What follows belongs to an exercise in optimizing a design on an open flow for small area, a short achievable clock period and few clock cycles per item; a production flow would make more cautious choices. Function was checked by simulation only, so behaviour that the tests miss may differ from the original. Power is estimated from default activity; no workload was simulated.

## flow/design.v

```verilog
module fa (input logic a, b, c, output logic s, co);
    assign {co, s} = a + b + c;
endmodule
module matvec_row (
    input  logic [23:0] k,
    input  logic [31:0] x,
    input  logic [19:0] z,
    output logic [9:0]  y
);
    logic s97;
    logic c97;
    logic s98;
    logic c98;
    logic s99;
    logic c99;
    logic s100;
    logic c100;
    logic s101;
    logic c101;
    logic s102;
    logic c102;
    logic s103;
    logic c103;
    logic s104;
    logic c104;
    logic s105;
    logic c105;
    logic s106;
    logic c106;
    logic s107;
    logic c107;
    logic s108;
    logic c108;
    logic s109;
    logic c109;
    logic s110;
    logic c110;
    logic s111;
    logic c111;
    logic s112;
    logic c112;
    logic s113;
    logic c113;
    logic s114;
    logic c114;
    logic s115;
    logic c115;
    logic s116;
    logic c116;
    logic s117;
    logic c117;
    logic s118;
    logic c118;
    logic s119;
    logic c119;
    logic s120;
    logic c120;
    logic s121;
    logic c121;
    logic s122;
    logic c122;
    logic s123;
    logic c123;
    logic s124;
    logic c124;
    logic s125;
    logic c125;
    logic s126;
    logic c126;
    logic s127;
    logic c127;
    logic s128;
    logic c128;
    logic s129;
    logic c129;
    logic s130;
    logic c130;
    logic s131;
    logic c131;
    logic s132;
    logic c132;
    logic s133;
    logic c133;
    logic s134;
    logic c134;
    logic s135;
    logic c135;
    logic s136;
    logic c136;
    logic s137;
    logic c137;
    logic s138;
    logic c138;
    logic s139;
    logic c139;
    logic s140;
    logic c140;
    logic s141;
    logic c141;
    logic s142;
    logic c142;
    logic s143;
    logic c143;
    logic s144;
    logic c144;
    logic s145;
    logic c145;
    logic s146;
    logic c146;
    logic s147;
    logic c147;
    logic s148;
    logic c148;
    logic s149;
    logic c149;
    logic s150;
    logic c150;
    logic s151;
    logic c151;
    logic s152;
    logic c152;
    logic s153;
    logic c153;
    logic s154;
    logic c154;
    logic s155;
    logic c155;
    logic s156;
    logic c156;
    logic s157;
    logic c157;
    logic s158;
    logic c158;
    logic s159;
    logic c159;
    logic s160;
    logic c160;
    logic s161;
    logic c161;
    logic s162;
    logic c162;
    logic s163;
    logic c163;
    logic s164;
    logic c164;
    logic s165;
    logic c165;
    logic s166;
    logic c166;
    logic s167;
    logic c167;
    logic s168;
    logic c168;
    logic s169;
    logic c169;
    logic s170;
    logic c170;
    logic s171;
    logic c171;
    logic s172;
    logic c172;
    logic s173;
    logic c173;
    logic s174;
    logic c174;
    logic s175;
    logic c175;
    logic s176;
    logic c176;
    logic s177;
    logic c177;
    logic s178;
    logic c178;
    logic s179;
    logic c179;
    logic s180;
    logic c180;
    logic [9:0] ya;
    logic [9:0] yb;
    logic pr0;
    logic pr1;
    logic pr2;
    logic pr3;
    logic pr4;
    logic pr5;
    logic pr6;
    logic pr7;
    logic pr8;
    logic pr9;
    logic pr10;
    logic pr11;
    logic pr12;
    logic pr13;
    logic pr14;
    logic pr15;
    logic pr16;
    logic pr17;
    logic pr18;
    logic pr19;
    logic pr20;
    logic pr21;
    logic pr22;
    logic pr23;
    logic pr24;
    logic pr25;
    logic pr26;
    logic pr27;
    logic pr28;
    logic pr29;
    logic pr30;
    logic pr31;
    logic pr32;
    logic pr33;
    logic pr34;
    logic pr35;
    logic pr36;
    logic pr37;
    logic pr38;
    logic pr39;
    logic pr40;
    logic pr41;
    logic pr42;
    logic pr43;
    logic pr44;
    logic pr45;
    logic pr46;
    logic pr47;
    logic pr48;
    logic pr49;
    logic pr50;
    logic pr51;
    logic pr52;
    logic pr53;
    logic pr54;
    logic pr55;
    logic pr56;
    logic pr57;
    logic pr58;
    logic pr59;
    logic pr60;
    logic pr61;
    logic pr62;
    logic pr63;
    logic pr64;
    logic pr65;
    logic pr66;
    logic pv67;
    logic pr68;
    logic pr69;
    logic pr70;
    logic pv71;
    logic pr72;
    logic pr73;
    logic pr74;
    logic pr75;
    logic pr76;
    logic pr77;
    logic pr78;
    logic pr79;
    logic pr80;
    logic pr81;
    logic pr82;
    logic pr83;
    logic pr84;
    logic pr85;
    logic pr86;
    logic pr87;
    logic pr88;
    logic pr89;
    logic pr90;
    logic pr91;
    logic pr92;
    logic pr93;
    logic pr94;
    logic pr95;
    assign pr0 = ~(k[0] & x[0]);
    assign pr1 = ~(k[0] & x[1]);
    assign pr2 = ~(k[0] & x[2]);
    assign pr3 = ~(k[0] & x[3]);
    assign pr4 = ~(k[3] & x[4]);
    assign pr5 = ~(k[3] & x[5]);
    assign pr6 = ~(k[3] & x[6]);
    assign pr7 = ~(k[3] & x[7]);
    assign pr8 = ~(k[6] & x[8]);
    assign pr9 = ~(k[6] & x[9]);
    assign pr10 = ~(k[6] & x[10]);
    assign pr11 = ~(k[6] & x[11]);
    assign pr12 = ~(k[9] & x[12]);
    assign pr13 = ~(k[9] & x[13]);
    assign pr14 = ~(k[9] & x[14]);
    assign pr15 = ~(k[9] & x[15]);
    assign pr16 = ~(k[12] & x[16]);
    assign pr17 = ~(k[12] & x[17]);
    assign pr18 = ~(k[12] & x[18]);
    assign pr19 = ~(k[12] & x[19]);
    assign pr20 = ~(k[15] & x[20]);
    assign pr21 = ~(k[15] & x[21]);
    assign pr22 = ~(k[15] & x[22]);
    assign pr23 = ~(k[15] & x[23]);
    assign pr24 = ~(k[18] & x[24]);
    assign pr25 = ~(k[18] & x[25]);
    assign pr26 = ~(k[18] & x[26]);
    assign pr27 = ~(k[18] & x[27]);
    assign pr28 = ~(k[21] & x[28]);
    assign pr29 = ~(k[21] & x[29]);
    assign pr30 = ~(k[21] & x[30]);
    assign pr31 = ~(k[21] & x[31]);
    assign pr32 = ~(k[1] & x[0]);
    assign pr33 = ~(k[1] & x[1]);
    assign pr34 = (k[1] & x[2]);
    assign pr35 = ~(k[1] & x[3]);
    assign pr36 = ~(k[4] & x[4]);
    assign pr37 = ~(k[4] & x[5]);
    assign pr38 = ~(k[4] & x[6]);
    assign pr39 = ~(k[4] & x[7]);
    assign pr40 = ~(k[7] & x[8]);
    assign pr41 = ~(k[7] & x[9]);
    assign pr42 = ~(k[7] & x[10]);
    assign pr43 = ~(k[7] & x[11]);
    assign pr44 = ~(k[10] & x[12]);
    assign pr45 = ~(k[10] & x[13]);
    assign pr46 = ~(k[10] & x[14]);
    assign pr47 = ~(k[10] & x[15]);
    assign pr48 = ~(k[13] & x[16]);
    assign pr49 = ~(k[13] & x[17]);
    assign pr50 = ~(k[13] & x[18]);
    assign pr51 = ~(k[13] & x[19]);
    assign pr52 = ~(k[16] & x[20]);
    assign pr53 = ~(k[16] & x[21]);
    assign pr54 = ~(k[16] & x[22]);
    assign pr55 = ~(k[16] & x[23]);
    assign pr56 = ~(k[19] & x[24]);
    assign pr57 = ~(k[19] & x[25]);
    assign pr58 = ~(k[19] & x[26]);
    assign pr59 = ~(k[19] & x[27]);
    assign pr60 = ~(k[22] & x[28]);
    assign pr61 = (k[22] & x[29]);
    assign pr62 = (k[22] & x[30]);
    assign pr63 = ~(k[22] & x[31]);
    assign pr64 = ~(k[2] & x[0]);
    assign pr65 = ~(k[2] & x[1]);
    assign pr66 = ~(k[2] & x[2]);
    assign pv67 = (k[2] & x[3]);
    assign pr68 = ~(k[5] & x[4]);
    assign pr69 = ~(k[5] & x[5]);
    assign pr70 = ~(k[5] & x[6]);
    assign pv71 = (k[5] & x[7]);
    assign pr72 = ~(k[8] & x[8]);
    assign pr73 = ~(k[8] & x[9]);
    assign pr74 = ~(k[8] & x[10]);
    assign pr75 = ~(k[8] & x[11]);
    assign pr76 = ~(k[11] & x[12]);
    assign pr77 = ~(k[11] & x[13]);
    assign pr78 = ~(k[11] & x[14]);
    assign pr79 = ~(k[11] & x[15]);
    assign pr80 = ~(k[14] & x[16]);
    assign pr81 = ~(k[14] & x[17]);
    assign pr82 = ~(k[14] & x[18]);
    assign pr83 = ~(k[14] & x[19]);
    assign pr84 = ~(k[17] & x[20]);
    assign pr85 = ~(k[17] & x[21]);
    assign pr86 = ~(k[17] & x[22]);
    assign pr87 = ~(k[17] & x[23]);
    assign pr88 = ~(k[20] & x[24]);
    assign pr89 = ~(k[20] & x[25]);
    assign pr90 = ~(k[20] & x[26]);
    assign pr91 = ~(k[20] & x[27]);
    assign pr92 = ~(k[23] & x[28]);
    assign pr93 = ~(k[23] & x[29]);
    assign pr94 = ~(k[23] & x[30]);
    assign pr95 = ~(k[23] & x[31]);
    fa u_fa97 (.a(pr0), .b(pr4), .c(pr8), .s(s97), .co(c97));
    fa u_fa98 (.a(pr12), .b(pr16), .c(pr20), .s(s98), .co(c98));
    fa u_fa99 (.a(pr24), .b(pr28), .c(s97), .s(s99), .co(c99));
    fa u_fa100 (.a(pr1), .b(pr5), .c(pr9), .s(s100), .co(c100));
    fa u_fa101 (.a(pr13), .b(pr17), .c(pr21), .s(s101), .co(c101));
    fa u_fa102 (.a(pr25), .b(pr29), .c(pr32), .s(s102), .co(c102));
    fa u_fa103 (.a(pr36), .b(pr40), .c(pr44), .s(s103), .co(c103));
    fa u_fa104 (.a(pr48), .b(pr52), .c(pr56), .s(s104), .co(c104));
    fa u_fa105 (.a(pr60), .b(c97), .c(c98), .s(s105), .co(c105));
    fa u_fa106 (.a(s100), .b(s101), .c(s102), .s(s106), .co(c106));
    fa u_fa107 (.a(s103), .b(s104), .c(c99), .s(s107), .co(c107));
    fa u_fa108 (.a(s105), .b(s106), .c(s107), .s(s108), .co(c108));
    fa u_fa109 (.a(pr2), .b(pr6), .c(pr10), .s(s109), .co(c109));
    fa u_fa110 (.a(pr14), .b(pr18), .c(pr22), .s(s110), .co(c110));
    fa u_fa111 (.a(pr26), .b(pr30), .c(pr33), .s(s111), .co(c111));
    fa u_fa112 (.a(pr37), .b(pr41), .c(pr45), .s(s112), .co(c112));
    fa u_fa113 (.a(pr49), .b(pr53), .c(pr57), .s(s113), .co(c113));
    fa u_fa114 (.a(pr61), .b(pr64), .c(pr68), .s(s114), .co(c114));
    fa u_fa115 (.a(pr72), .b(pr76), .c(pr80), .s(s115), .co(c115));
    fa u_fa116 (.a(pr84), .b(pr88), .c(pr92), .s(s116), .co(c116));
    fa u_fa117 (.a(c100), .b(c101), .c(c102), .s(s117), .co(c117));
    fa u_fa118 (.a(c103), .b(c104), .c(s109), .s(s118), .co(c118));
    fa u_fa119 (.a(s110), .b(s111), .c(s112), .s(s119), .co(c119));
    fa u_fa120 (.a(~s113), .b(s114), .c(s115), .s(s120), .co(c120));
    fa u_fa121 (.a(s116), .b(~c105), .c(~c106), .s(s121), .co(c121));
    fa u_fa122 (.a(s117), .b(s118), .c(s119), .s(s122), .co(c122));
    fa u_fa123 (.a(s120), .b(~c107), .c(s121), .s(s123), .co(c123));
    fa u_fa124 (.a(~s122), .b(~c108), .c(s123), .s(s124), .co(c124));
    fa u_fa125 (.a(pr3), .b(pr7), .c(pr11), .s(s125), .co(c125));
    fa u_fa126 (.a(pr15), .b(pr19), .c(pr23), .s(s126), .co(c126));
    fa u_fa127 (.a(pr27), .b(pr31), .c(pr34), .s(s127), .co(c127));
    fa u_fa128 (.a(pr38), .b(pr42), .c(pr46), .s(s128), .co(c128));
    fa u_fa129 (.a(pr50), .b(pr54), .c(pr58), .s(s129), .co(c129));
    fa u_fa130 (.a(pr62), .b(pr65), .c(pr69), .s(s130), .co(c130));
    fa u_fa131 (.a(pr73), .b(pr77), .c(pr81), .s(s131), .co(c131));
    fa u_fa132 (.a(pr85), .b(pr89), .c(pr93), .s(s132), .co(c132));
    fa u_fa133 (.a(c109), .b(c110), .c(c111), .s(s133), .co(c133));
    fa u_fa134 (.a(~c112), .b(~c113), .c(c114), .s(s134), .co(c134));
    fa u_fa135 (.a(c115), .b(c116), .c(s125), .s(s135), .co(c135));
    fa u_fa136 (.a(s126), .b(s127), .c(~s128), .s(s136), .co(c136));
    fa u_fa137 (.a(~s129), .b(s130), .c(s131), .s(s137), .co(c137));
    fa u_fa138 (.a(s132), .b(~c117), .c(~c118), .s(s138), .co(c138));
    fa u_fa139 (.a(~c119), .b(c120), .c(~s133), .s(s139), .co(c139));
    fa u_fa140 (.a(s134), .b(s135), .c(s136), .s(s140), .co(c140));
    fa u_fa141 (.a(s137), .b(c121), .c(~c122), .s(s141), .co(c141));
    fa u_fa142 (.a(s138), .b(s139), .c(s140), .s(s142), .co(c142));
    fa u_fa143 (.a(c123), .b(s141), .c(s142), .s(s143), .co(c143));
    fa u_fa144 (.a(pr35), .b(pr39), .c(pr43), .s(s144), .co(c144));
    fa u_fa145 (.a(pr47), .b(pr51), .c(pr55), .s(s145), .co(c145));
    fa u_fa146 (.a(pr59), .b(pr63), .c(pr66), .s(s146), .co(c146));
    fa u_fa147 (.a(pr70), .b(pr74), .c(pr78), .s(s147), .co(c147));
    fa u_fa148 (.a(pr82), .b(pr86), .c(pr90), .s(s148), .co(c148));
    fa u_fa149 (.a(pr94), .b(c125), .c(c126), .s(s149), .co(c149));
    fa u_fa150 (.a(c127), .b(~c128), .c(~c129), .s(s150), .co(c150));
    fa u_fa151 (.a(c130), .b(c131), .c(c132), .s(s151), .co(c151));
    fa u_fa152 (.a(s144), .b(s145), .c(s146), .s(s152), .co(c152));
    fa u_fa153 (.a(s147), .b(s148), .c(~c133), .s(s153), .co(c153));
    fa u_fa154 (.a(c134), .b(c135), .c(c136), .s(s154), .co(c154));
    fa u_fa155 (.a(c137), .b(s149), .c(s150), .s(s155), .co(c155));
    fa u_fa156 (.a(s151), .b(s152), .c(c138), .s(s156), .co(c156));
    fa u_fa157 (.a(c139), .b(s153), .c(c140), .s(s157), .co(c157));
    fa u_fa158 (.a(s154), .b(s155), .c(c141), .s(s158), .co(c158));
    fa u_fa159 (.a(s156), .b(c142), .c(s157), .s(s159), .co(c159));
    fa u_fa160 (.a(s158), .b(c143), .c(s159), .s(s160), .co(c160));
    assign s161 = ~(pv67 ^ pv71);
    assign c161 = pv67 | pv71;
    fa u_fa162 (.a(pr75), .b(pr79), .c(pr83), .s(s162), .co(c162));
    fa u_fa163 (.a(pr87), .b(pr91), .c(pr95), .s(s163), .co(c163));
    fa u_fa164 (.a(s161), .b(c144), .c(c145), .s(s164), .co(c164));
    fa u_fa165 (.a(c146), .b(c147), .c(c148), .s(s165), .co(c165));
    fa u_fa166 (.a(~s162), .b(~s163), .c(c149), .s(s166), .co(c166));
    fa u_fa167 (.a(c150), .b(c151), .c(c152), .s(s167), .co(c167));
    fa u_fa168 (.a(s164), .b(s165), .c(c153), .s(s168), .co(c168));
    fa u_fa169 (.a(c154), .b(c155), .c(s166), .s(s169), .co(c169));
    fa u_fa170 (.a(s167), .b(c156), .c(s168), .s(s170), .co(c170));
    fa u_fa171 (.a(c157), .b(s169), .c(c158), .s(s171), .co(c171));
    fa u_fa172 (.a(s170), .b(c159), .c(s171), .s(s172), .co(c172));
    assign s173 = ~(c161 ^ ~c162);
    assign c173 = c161 | ~c162;
    fa u_fa174 (.a(~c163), .b(s173), .c(c164), .s(s174), .co(c174));
    fa u_fa175 (.a(c165), .b(c166), .c(c167), .s(s175), .co(c175));
    fa u_fa176 (.a(s174), .b(c168), .c(c169), .s(s176), .co(c176));
    fa u_fa177 (.a(s175), .b(c170), .c(s176), .s(s177), .co(c177));
    fa u_fa178 (.a(c171), .b(s177), .c(c172), .s(s178), .co(c178));
    fa u_fa179 (.a(c173), .b(c174), .c(c175), .s(s179), .co(c179));
    fa u_fa180 (.a(c176), .b(s179), .c(c177), .s(s180), .co(c180));
    assign ya = {1'b1, c179, c178, s178, c160, s160, c124, s124, ~s108, ~s98};
    assign yb = {1'b0, c180, s180, 1'b0, s172, 1'b0, s143, 1'b0, 1'b0, ~s99};
    assign y = ya + yb;
endmodule
module matvec_mul #(
    parameter R=8, C=8, W_X=4, W_K=3,
    localparam W_Y = W_X + W_K + $clog2(C)
  )(
    input  logic [R*C*W_K-1:0] k,
    input  logic [C*W_X-1:0]   x,
    output logic [R*W_Y-1:0]   y
  );
  genvar r;
  for (r = 0; r < R; r = r + 1) begin : g_row
    matvec_row u_row (.k(k[r*C*W_K +: C*W_K]), .x(x), .y(y[r*W_Y +: W_Y]));
  end
endmodule
module axis_matvec_mul #(
    parameter R=8, C=8, W_X=4, W_K=3,
    localparam W_Y = W_X + W_K + $clog2(C)
)(
    input  logic clk, rstn,
    output logic s_axis_kx_tready,
    input  logic s_axis_kx_tvalid,
    input  logic [R*C*W_K + C*W_X -1:0] s_axis_kx_tdata,
    input  logic m_axis_y_tready,
    output logic m_axis_y_tvalid,
    output logic [R*W_Y-1:0] m_axis_y_tdata
);
    logic [R*W_Y-1:0] y;
    matvec_mul #(
        .R(R), .C(C), .W_X(W_X), .W_K(W_K)
    ) MATVEC (
        .k(s_axis_kx_tdata[R*C*W_K-1:0]),
        .x(s_axis_kx_tdata[R*C*W_K +: C*W_X]),
        .y(y)
    );
    assign s_axis_kx_tready = !m_axis_y_tvalid || m_axis_y_tready;
    always_ff @(posedge clk or negedge rstn) begin
        if (!rstn)
            m_axis_y_tvalid <= 1'b0;
        else if (s_axis_kx_tready)
            m_axis_y_tvalid <= s_axis_kx_tvalid;
    end
    always_ff @(posedge clk) begin
        if (s_axis_kx_tready)
            m_axis_y_tdata <= y;
    end
endmodule
```

## flow/flow/run.sh

```bash
#!/bin/bash
# The standard layout, with each port's buffer a sky130_fd_sc_hd__buf_1
# (the standard flow picks a larger delay buffer), and timing repair limited
# to resizing and pin swaps.  Each step's full output is in orfs/logs;
# make's own output is in make.log.
set -euo pipefail
export BUFFER_PORTS_ARGS="-buffer_cell sky130_fd_sc_hd__buf_1"
export SETUP_MOVE_SEQUENCE="unbuffer,sizeup,swap"
export SKIP_GATE_CLONING=1
bash standard.sh finish > make.log 2>&1
```

## flow/standard.sh

```bash
#!/bin/bash
# synth_recipe.tcl (not shown) runs the flow's synth.tcl, then flattens the netlist and writes it again
# the make line also repeats each setting of config.mk as NAME=value (left out here)
make -C /OpenROAD-flow-scripts/flow DESIGN_CONFIG=/design/flow/config.mk WORK_HOME=/design/flow/orfs CLKGATE_MAP_FILE= SYNTH_SCRIPT=/design/flow/synth_recipe.tcl "${@:-finish}"
```

## flow/config.mk

```make
export PLATFORM = sky130hd
export DESIGN_NAME = axis_matvec_mul
export DESIGN_NICKNAME = axis_matvec_mul
export VERILOG_FILES = /design/flow/design.v
export SDC_FILE = /design/flow/constraint.sdc
export NUM_CORES = 4
export LEC_CHECK = 0
export CAP_MARGIN = 20
export CORE_MARGIN = 2
export CORE_UTILIZATION = 40
export SETUP_SLACK_MARGIN = 2
export SLEW_MARGIN = 20
export SYNTH_HIERARCHICAL = 1
export SYNTH_MINIMUM_KEEP_SIZE = 0
```

## flow/constraint.sdc

```tcl
create_clock -name core_clock -period 8.0 [get_ports {clk}]
set_input_delay 1.6000 -clock core_clock [delete_from_list [all_inputs] [get_ports {clk}]]
set_output_delay 1.6000 -clock core_clock [all_outputs]
set_load 0.01 [all_outputs]
```

==> results.txt <==
[sequential cells by signal, indices dropped and copies added, names as in the netlist]
name / flops
m_axis_y_tvalid: 1
m_axis_y_tdata: 80
[worst max-delay path, cell delays in order]
cell and delay [ps]:
clkbuf_8 320, nand2_1 140, fa_1 550, inv_1 60
fa_1 460, fa_1 450, fa_1 480, fa_1 500
fa_1 390, fa_2 370, ha_4 270, a31o_2 230
a211oi_1 250
[modules after synthesis, one instance, submodules excluded, a selection]
module	times used	flip-flops and latches	area, µm²
axis_matvec_mul	1	81	2450
matvec_row	8	0	749
fa	656	0	20.0
[kinds of logic after synthesis]
family	Yosys count	share of synthesized area
adders and majority gates	720	0.646
AOI/OAI and AO/OA	80	0.0362
and+or+nand+nor	794	0.145
DFF	81	0.112
xor gates and xnor gates	56	0.0227
buffers and inverters	216	0.0376
[layer usage]
metal	routed length [µm]	GRT usage	vias up
li1	-	-	6705
met1	28000	0.360	8853
met2	36600	0.459	1051
met3	9170	0.0857	152
met4	1950	0.0886	18
met5	108	0	-
[Yosys cell counts]
| library cell | count |
|---|---|
| inv_1 | 216 |
| a211oi_1 | 8 |
| xor2_1 | 16 |
| o2111a_1 | 8 |
| a31o_2 | 16 |
| a311o_1 | 8 |
| o311ai_2 | 8 |
| a41oi_2 | 8 |
| nand3_1 | 8 |
| a31oi_1 | 8 |
| and2_1 | 24 |
| a21o_1 | 8 |
| nand2b_4 | 1 |
| o21ai_0 | 8 |
| dfrtp_1 | 1 |
| ha_1 | 64 |
| and3_1 | 8 |
| and4b_1 | 8 |
| edfxtp_1 | 80 |
| nand2_1 | 744 |
| fa_1 | 656 |
| xnor2_1 | 40 |
| nand2b_2 | 1 |
[layout make-up]
class	instances	area [µm²]	area share
Multi-Input combinational cell	1650	18500	0.751
Sequential cell	81	2430	0.0985
Timing Repair Buffer	333	1720	0.0697
Tap cell	696	871	0.0353
Inverter	216	811	0.0329
Clock buffer	10	229	0.00929
Clock inverter	5	47.5	0.00193
Antenna cell	16	40.0	0.00163
[power by group through the flow]
stage,registers (µW),logic (µW),clock network [µW]
after floorplan,1630,8980,0
after global placement,1520,11300,0
after detailed placement,1520,11500,0
after CTS,1520,11900,438
after global routing,1530,13700,449
final,1510,12200,421
[worst max path at each step]
| stage | end | slack (ps) |
|---|---|---|
| 3_5_place_dp | m_axis_y_tdata[69] | 1050 |
| 5_1_grt | m_axis_y_tdata[69] | 1990 |
| 3_3_place_gp | m_axis_y_tdata[79] | 1120 |
| 6_report | m_axis_y_tdata[9] | 2100 |
| 2_1_floorplan | m_axis_y_tdata[19] | 2190 |
| 4_1_cts | m_axis_y_tdata[69] | 1970 |
[timing repair]
item                                    4_1_cts  5_1_grt
hold buffers                                  0        0
pin swaps                                     0        8
endpoints found under the setup margin       32       23
resized for setup                            76       41
[cell usage in the layout (no fill, tap or decap), drive strengths merged, types with 24 or more instances in the layout]
cell type | netlist | final
edfxtp | 80 | 80
ha | 64 | 64
and2 | 24 | 24
fa | 656 | 656
buf | 0 | 316
clkbuf | 0 | 27
nand2 | 744 | 744
inv | 216 | 216
xnor2 | 40 | 40
[through the flow]
stage,cells,hold WS (ps)
2_1_floorplan,1947,1120
3_3_place_gp,2976,958
3_5_place_dp,2976,975
4_1_cts,2991,954
5_1_grt,2998,959
6_report,3007,959
==> impl_metrics.csv <==
group,metric,value,unit
route,wire_per_inst,25.2,µm
global_routing,gr-total-overflow,0,
min_path,hold_depth,1,
placed_design,dp_hpwl,58200,µm
cts,numCtsBuffers,9,
timing,final.setup.tns,0,ps
worst_setup_path,crit_path_end_kind,"register",
die,dieArea,55800,µm²
die,num_rows,85,
cts,cts_tree,"done",
min_path,hold_path_startpoint,"m_axis_y_tvalid",
placed_design,placedInstanceArea,23800,µm²
worst_setup_path,r2r-end,"m_axis_y_tdata[58]",
worst_setup_path,arrival,6100,ps
synthesis,synth_cell_types,23,
worst_setup_path,crit_path_start,"s_axis_kx_tdata[209]",
timing,fin_ws,2100,ps
job,drv_cap,0,
power,p_int,7500,µW
layout,nFillCells,5098,
cts,max-clock-path-buffers,2,
synthesis,syn-mean-instance-area,11.1,µm²
synthesis,yosysWarnings,7,
global_routing,grt_pass1_wl,114000,µm
layout,nets,3239,
timing,rsz0062_at_grt,"true",
worst_setup_path,r2r_cells,2,
route,drc,0,
worst_setup_path,worstSetupStartpointType,"primary input",
synthesis,yosys-top-cells-area,"fa_1, nand2_1, edfxtp_1",
layout,syn2layout_area_growth,14.2,%
timing,post-route-min-period,5900,ps
worst_setup_path,worst-path-max-fanout,24,
worst_setup_path,rrSetupSlack,6090,ps
power,power_frac_seq,0.107,
die,die_w,236,µm
timing,fin_crit_sh,0.738,
cts,root_buffer,"clkbuf_16",
cts,htreeDepth,3,
layout,postLayoutCellArea,24600,µm²
cts,post_cts_buffers,0,
global_routing,first_global_vias,18800,
die,coreArea,53600,µm²
timing,maxSlewHeadroom,0.495,
run_status,outcome,"finished clean",
power,switchingPower,6630,µW
synthesis,synthCells,1947,
min_path,min_to,"m_axis_y_tdata[20]",
global_routing,grt_max_degree,52,
route,drt-vias-per-instance,5.58,
synthesis,netlist_area,21600,µm²
power,swShare,0.469,
worst_setup_path,rr_startpoint,"m_axis_y_tvalid",
cts,cts.clk_slew.worst_paths,60,ps
min_path,hold_class,"register to register",
synthesis,synth_fp_nets,2895,
power,p_leak,0.00991,µW
cts,clk_latency,390,ps
route,routed_wl,75800,µm
route,drt_iter0_drc,1487,
die,initial_core_util,0.403,
timing,skew,13.7,ps
synthesis,seq_area_frac_synth,0.112,
layout,drive_gt1_frac,0.0558,
synthesis,yosysTopAreaCell,"fa_1",
timing,max_freq,169,MHz
placed_design,place.gp.congestion,0.928,
cts,cts_sinks,81,
power,power.total,14100,µW
route,vias,16800,
power,p_per_area,574,nW/µm²
placed_design,place_ws,1050,ps
layout,postLayoutCoreUtil,0.460,
worst_setup_path,critPathRequiredTime,8200,ps
die,io_pins,310,
synthesis,ys_seq_elements,81,
synthesis,synth_top_area_frac,0.609,
timing,hold_violations,0,
global_routing,grtUsageTotal,0.281,
die,die_y,236,µm
timing,setup_viol,0,
worst_setup_path,critPathKind,"primary input to register",
timing,slew_viol_final,0,
power,clock_power_share,0.030,
route,firstDrtPassIters,5,
route,ant_nets,0,
power,ir_drop,0.741,mV
power,power_frac_comb,0.863,
timing,tightest_slew,757,ps
placed_design,io_buffer_count,309,
global_routing,antenna_found_initial,23,
Testbench counts, summed over its fixed seeds: cycles 520, items 512.

## what the ideal ports hide
How much do the figures lean on ideal ports? The routed layout below was timed once more, with nothing changed but the port constraints. Step 1 (the two cells are an assumption about what drives the block):
set clk [get_ports {clk}]
set_driving_cell -lib_cell sky130_fd_sc_hd__clkbuf_16 $clk
set_driving_cell -lib_cell sky130_fd_sc_hd__buf_2 [delete_from_list [all_inputs] $clk]
Step 2 adds t to the input delays and takes it off the output delays; t is the mean of the earliest and latest rising clock arrival at the registers after step 1. Input paths then give back, and output paths get back, about the clock's delay inside the block. a / b / c = ideal / step 1 / step 2; a / b = the first two.
t (ns): 0.435
setup slack, ns: 2.095 / 2.102 / 1.667
slew at the worst register clock pin (ns): 0.07 / 0.07
pins driven straight from the clock port: 1
After both steps this run still meets setup and hold. The setup slack of this run moves by +0.007 ns with the drivers and by -0.428 ns with both steps.
